This design comes from an exercise in tuning for small area, a short achievable clock period and few clock cycles on the open sky130 flow, not from production work. RTL that was checked went through simulation tests only; none was proved equivalent to the original. The flow treats the clock pin as an ideal source. Dropping or thinning the clock tree relies on that and would not hold on a real chip.

==> flow/design.v <==
module HT_TOP(
    clk,
    rst_n,
    in_valid,
    in_weight,
    out_mode,
    out_valid,
    out_code
);
input clk, rst_n, in_valid, out_mode;
input [2:0] in_weight;
output out_valid, out_code;
integer i;
function lt5;
    input [4:0] a, b;
    integer n;
    reg r;
    begin
        r = 1'b0;
        for (n = 0; n < 5; n = n + 1)
            r = (~a[n] & b[n]) | ((~a[n] | b[n]) & r);
        lt5 = r;
    end
endfunction
function le3;
    input [2:0] a, b;
    integer n;
    reg r;
    begin
        r = 1'b1;
        for (n = 0; n < 3; n = n + 1)
            r = (~a[n] & b[n]) | ((~a[n] | b[n]) & r);
        le3 = r;
    end
endfunction
reg       mode;
reg [3:0] s;
reg       inbody;
reg       ov_r, oc_r;
reg [2:0] w1, w2, w3;
reg [3:0] w4, w5, w6;
reg [4:0] w7;
wire [4:0] w [1:7];
assign w[1] = {2'b0, w1};
assign w[2] = {2'b0, w2};
assign w[3] = {2'b0, w3};
assign w[4] = {1'b0, w4};
assign w[5] = {1'b0, w5};
assign w[6] = {1'b0, w6};
assign w[7] = w7;
reg [2:0] pos [0:4];
reg [6:0] c   [0:4];
wire in_ph  = (s != 4'd0) & ((~s[3]) | (s == 4'd8));
wire mg_ph  = s[3] & (s != 4'd8) & (s != 4'd15);
wire out_ph = (s == 4'd15);
wire upd    = in_ph | mg_ph;
wire last_m = (s == 4'd14);
reg [7:0] force_lo;
reg [5:0] kh;
always @(*) begin
    case (s)
        4'd2:  force_lo = 8'b0111_1111;
        4'd3:  force_lo = 8'b0011_1111;
        4'd4:  force_lo = 8'b0001_1111;
        4'd5:  force_lo = 8'b0000_1111;
        4'd6:  force_lo = 8'b0000_0111;
        4'd7:  force_lo = 8'b0000_0011;
        4'd8:  force_lo = 8'b0000_0001;
        4'd9:  force_lo = 8'b0000_0011;
        4'd10: force_lo = 8'b0000_0111;
        4'd11: force_lo = 8'b0000_1111;
        4'd12: force_lo = 8'b0001_1111;
        4'd13: force_lo = 8'b0011_1111;
        4'd14: force_lo = 8'b0111_1111;
        default: force_lo = 8'b1111_1111;
    endcase
    case (s)
        4'd9:  kh = 6'b000001;
        4'd10: kh = 6'b000010;
        4'd11: kh = 6'b000100;
        4'd12: kh = 6'b001000;
        4'd13: kh = 6'b010000;
        4'd14: kh = 6'b100000;
        default: kh = 6'b000000;
    endcase
end
reg  [4:0] xr;
wire [4:0] x = xr;
reg [8:0] lt;
always @(*) begin
    lt[0] = 1'b1;
    for (i = 1; i < 8; i = i + 1)
        lt[i] = force_lo[i] | lt5(w[i], x);
    lt[8] = 1'b0;
end
wire [2:0] p;
assign p[2] = lt[4];
assign p[1] = lt[6] | (lt[2] & ~lt[4]);
assign p[0] = lt[7] | (lt[5] & ~lt[6]) | (lt[3] & ~lt[4]) | (lt[1] & ~lt[2]);
reg [4:0] wm, wm1;
reg       ltm1;
always @(*) begin
    case (s)
        4'd9:  begin wm = w[2]; wm1 = w[3]; ltm1 = lt[3]; end
        4'd10: begin wm = w[3]; wm1 = w[4]; ltm1 = lt[4]; end
        4'd11: begin wm = w[4]; wm1 = w[5]; ltm1 = lt[5]; end
        4'd12: begin wm = w[5]; wm1 = w[6]; ltm1 = lt[6]; end
        4'd13: begin wm = w[6]; wm1 = w[7]; ltm1 = lt[7]; end
        default: begin wm = w[1]; wm1 = w[2]; ltm1 = lt[2]; end
    endcase
end
wire [4:0] xr_nxt = wm + (ltm1 ? wm1 : x);
wire [4:0] newc;
assign newc[0] = in_ph & (s == 4'd5);
assign newc[1] = in_ph & (s == (mode ? 4'd3 : 4'd6));
assign newc[2] = in_ph & (s == (mode ? 4'd6 : 4'd7));
assign newc[3] = in_ph & (s == (mode ? 4'd1 : 4'd8));
assign newc[4] = in_ph & (s == (mode ? 4'd2 : 4'd4));
reg [2:0] pdec [0:4];
reg [2:0] npos [0:4];
reg       rem  [0:4];
reg       bit0 [0:4];
always @(*) begin
    for (i = 0; i < 5; i = i + 1) begin
        case (pos[i])
            3'd0: pdec[i] = 3'd7;
            3'd1: pdec[i] = 3'd0;
            3'd2: pdec[i] = 3'd1;
            3'd3: pdec[i] = 3'd2;
            3'd4: pdec[i] = 3'd3;
            3'd5: pdec[i] = 3'd4;
            3'd6: pdec[i] = 3'd5;
            default: pdec[i] = 3'd6;
        endcase
        rem[i]  = mg_ph & le3(pos[i], s[2:0]);    
        bit0[i] = pos[i][0] ^ s[0];      
        if (newc[i] | rem[i]) npos[i] = p;
        else if (le3(pos[i], p)) npos[i] = pdec[i];
        else npos[i] = pos[i];
    end
end
wire cur_done = inbody ? (c[0][6:1] == 6'd1) : (c[0] == 7'd1);
wire rot      = out_ph & cur_done;
reg [6:0] cn [0:4];
reg       shr0, hold;
always @(*) begin
    shr0 = out_ph & inbody & ~cur_done;
    for (i = 0; i < 5; i = i + 1) begin
        hold = ~in_ph & ~rem[i] & ~rot & ~(i == 0 && shr0);
        cn[i] = ({6'd0, in_ph})
              | ({7{rem[i]}} & {c[i][5:0], bit0[i]})
              | ({7{rot & (i < 4)}} & c[(i < 4) ? i + 1 : 4])
              | ({7{(i == 0) & shr0}} & {1'b0, c[i][6:1]})
              | ({7{hold}} & c[i]);
    end
end
always @(posedge clk or negedge rst_n) begin
    if (!rst_n) begin
        s    <= 4'd0;
        ov_r <= 1'b0;
        oc_r <= 1'b0;
    end else begin
        if (s == 4'd0) begin
            if (in_valid) s <= 4'd1;
        end else if (!out_ph)
            s <= s + 4'd1;
        if (last_m) begin
            ov_r <= 1'b1;
            oc_r <= ~npos[0][0];
        end else if (out_ph) begin
            if (cur_done) begin
                if (c[1] == 7'd0) begin
                    s    <= 4'd0;
                    ov_r <= 1'b0;
                    oc_r <= 1'b0;
                end else
                    oc_r <= ~pos[1][0];
            end else
                oc_r <= inbody ? c[0][1] : c[0][0];
        end
    end
end
always @(posedge clk) begin
    if (in_valid & (s == 4'd0)) mode <= out_mode;
    xr <= in_valid ? {2'b0, in_weight} : xr_nxt;
    if (last_m | rot) inbody <= 1'b0;
    else if (out_ph) inbody <= 1'b1;
    w1 <= lt[2] ? w[2][2:0] : (lt[1] ? x[2:0] : w1);
    w2 <= lt[3] ? w[3][2:0] : (lt[2] ? x[2:0] : w2);
    w3 <= lt[4] ? w[4][2:0] : (lt[3] ? x[2:0] : w3);
    w4 <= lt[5] ? w[5][3:0] : (lt[4] ? x[3:0] : w4);
    w5 <= lt[6] ? w[6][3:0] : (lt[5] ? x[3:0] : w5);
    w6 <= lt[7] ? w[7][3:0] : (lt[6] ? x[3:0] : w6);
    w7 <= lt[7] ? x : w7;
    for (i = 0; i < 5; i = i + 1) begin
        if (upd) pos[i] <= npos[i];
        else if (rot && i < 4) pos[i][0] <= pos[i + 1][0];
        c[i] <= cn[i];
    end
end
assign out_valid = ov_r;
assign out_code  = oc_r;
endmodule
clock: 20.0 ns
lec_check: 0
abc_area: 1
cap_margin: 20
cell_pad_in_sites_detail_placement: 2
cell_pad_in_sites_global_placement: 2
core_margin: 2
core_utilization: 35
place_density: 0.5
slew_margin: 20
standard.sh (not shown) runs the stock make flow with config.mk's settings and CLKGATE_MAP_FILE= SYNTH_SCRIPT=/design/flow/synth_recipe.tcl, a recipe that flattens the netlist after the stock synthesis.
==> flow/flow/run.sh <==
#!/bin/bash
# The standard layout (the standard.sh, unchanged synthesis), with a
# faster buffer on the ports than the one buffer_ports picks by default,
# and a single-level clock tree in place of TritonCTS's two levels
# (flow/cts_post.tcl, run at the end of the CTS step).
set -euo pipefail
export BUFFER_PORTS_ARGS="-buffer_cell sky130_fd_sc_hd__buf_4"
export POST_CTS_TCL="$(pwd)/flow/cts_post.tcl"
bash standard.sh > standard_flow.log 2>&1
Other scripts of this flow, unchanged in this note and not shown: flow/flow/cts_post.tcl
Testbench counts at the start, summed over its fixed seeds: cycles 38,938.
==> next run, changes <==
--- a/flow/design.v
+++ b/flow/design.v
@@ -18,21 +18,10 @@
     begin
         r = 1'b0;
         for (n = 0; n < 5; n = n + 1)
             r = (~a[n] & b[n]) | ((~a[n] | b[n]) & r);
         lt5 = r;
-    end
-endfunction
-function le3;
-    input [2:0] a, b;
-    integer n;
-    reg r;
-    begin
-        r = 1'b1;
-        for (n = 0; n < 3; n = n + 1)
-            r = (~a[n] & b[n]) | ((~a[n] | b[n]) & r);
-        le3 = r;
     end
 endfunction
 reg       mode;
 reg [3:0] s;
 reg       inbody;
@@ -130,14 +119,14 @@
             3'd4: pdec[i] = 3'd3;
             3'd5: pdec[i] = 3'd4;
             3'd6: pdec[i] = 3'd5;
             default: pdec[i] = 3'd6;
         endcase
-        rem[i]  = mg_ph & le3(pos[i], s[2:0]);    
+        rem[i]  = mg_ph & force_lo[pos[i]];
         bit0[i] = pos[i][0] ^ s[0];      
         if (newc[i] | rem[i]) npos[i] = p;
-        else if (le3(pos[i], p)) npos[i] = pdec[i];
+        else if (lt[pos[i]]) npos[i] = pdec[i];
         else npos[i] = pos[i];
     end
 end
 wire cur_done = inbody ? (c[0][6:1] == 6'd1) : (c[0] == 7'd1);
 wire rot      = out_ph & cur_done;
What happened: Cell area goes up by 5.4%. Maximum frequency barely changes. Sequential cell count does not change. First-iteration DRC count fell by 19%.
Function not checked in the second run of this note: the RTL went through the layout flow alone. No run of this note takes its clock network from TritonCTS; it comes from the design's own scripts or RTL.

========
HT_TOP, a different RTL version from the one above (not shown whole).
For scale: roughly 790 cells after synthesis, about 5700 um2 of cells after synthesis.
export LEC_CHECK = 0
export ABC_AREA = 1
export CAP_MARGIN = 20
export CELL_PAD_IN_SITES_DETAIL_PLACEMENT = 2
export CELL_PAD_IN_SITES_GLOBAL_PLACEMENT = 2
export CORE_MARGIN = 2
export CORE_UTILIZATION = 35
export PLACE_DENSITY = 0.5
export SLEW_MARGIN = 20
create_clock -name core_clock -period 20.0 [get_ports {clk}]
Scripts as last shown in full above: flow/flow/run.sh
Other scripts of this flow, unchanged in this note and not shown: flow/flow/cts_post.tcl
The baseline completed without violations.
Testbench counts at the start, summed over its fixed seeds: cycles 37,738.
Next try:
--- a/flow/design.v
+++ b/flow/design.v
@@ -95,24 +95,23 @@
     case (s)
         4'd8:  begin wm = w[2]; wm1 = w[3]; ltm1 = lt[3]; end
         4'd9:  begin wm = w[3]; wm1 = w[4]; ltm1 = lt[4]; end
         4'd10: begin wm = w[4]; wm1 = w[5]; ltm1 = lt[5]; end
         4'd11: begin wm = w[5]; wm1 = w[6]; ltm1 = lt[6]; end
         4'd12: begin wm = w[6]; wm1 = w[7]; ltm1 = lt[7]; end
         default: begin wm = w[1]; wm1 = w[2]; ltm1 = lt[2]; end
     endcase
 end
 wire [4:0] xr_nxt = wm + (ltm1 ? wm1 : x);
 wire [4:0] r_last = lt[7] ? x : w[7];
-wire [4:0] p_last = w[6] + (lt[7] ? w[7] : x);
-wire       rf_nxt = ~lt5(r_last, p_last);
+wire       rf_nxt = ~lt5(r_last, xr_nxt);
 wire [4:0] newc;
 assign newc[0] = in_ph & (k == 3'd4);
 assign newc[1] = in_ph & (k == (mode ? 3'd2 : 3'd5));
 assign newc[2] = in_ph & (k == (mode ? 3'd5 : 3'd6));
 assign newc[3] = in_ph & (k == (mode ? 3'd0 : 3'd7));
 assign newc[4] = in_ph & (k == (mode ? 3'd1 : 3'd3));
 reg [2:0] k1;
 always @(*) begin
     case (k)
         3'd0: k1 = 3'd1;
         3'd1: k1 = 3'd2;
The changed run produced a clean layout.
Setup slack got worse by 0.018 ns.
Via count increases by 0.53%.
Final cell count grows by 1.3%.
First-iteration DRC count rises by 19%.
Maximum frequency is lower by 0.39%.
Core utilization is lower by 0.54 points.
Synthesized cell count climbs by 2.2%.
Global-route usage stays flat.
Wire length barely changes.
Sequential cell count stays the same.
Die area drops by 1.2%.
Design area drops by 1.8%.
The RTL of the second run of this note was laid out without a check of its function. No run of this note takes its clock network from TritonCTS; it comes from the design's own scripts or RTL.

[separate check: timing with driven ports]
No port has a modelled driver above. Below, the same layouts with a new extraction and two added sets of constraints. Step 1 (the two cells are an assumption about what drives the block):
set clk [get_ports {clk}]
set_driving_cell -lib_cell sky130_fd_sc_hd__clkbuf_16 $clk
set_driving_cell -lib_cell sky130_fd_sc_hd__buf_2 [delete_from_list [all_inputs] $clk]
Step 2 adds t to the input delays and takes it off the output delays; t is the mean of the earliest and latest rising clock arrival at the registers after step 1. Input paths then give back, and output paths get back, about the clock's delay inside the block. Slacks: no drivers / after step 1 / after step 2; pairs: no drivers / after step 1.
| run | shift t [ns] | setup slack, ns | worst data-port slew with drivers (ns) |
|---|---|---|---|
| the first run of note 1 | 0.245 | 15.299 / 15.211 / 15.199 | 0.04 |
| the second run of note 1 | 0.256 | 15.309 / 15.212 / 15.156 | 0.04 |
| the first run of note 2 | 0.248 | 15.338 / 15.246 / 15.368 | 0.05 |
| the second run of note 2 | 0.252 | 15.320 / 15.225 / 15.337 | 0.03 |
After both steps every run listed still meets setup and hold. The setup slack of the second run of note 1, which loses most, moves by -0.097 ns with the drivers and by -0.153 ns with both steps.
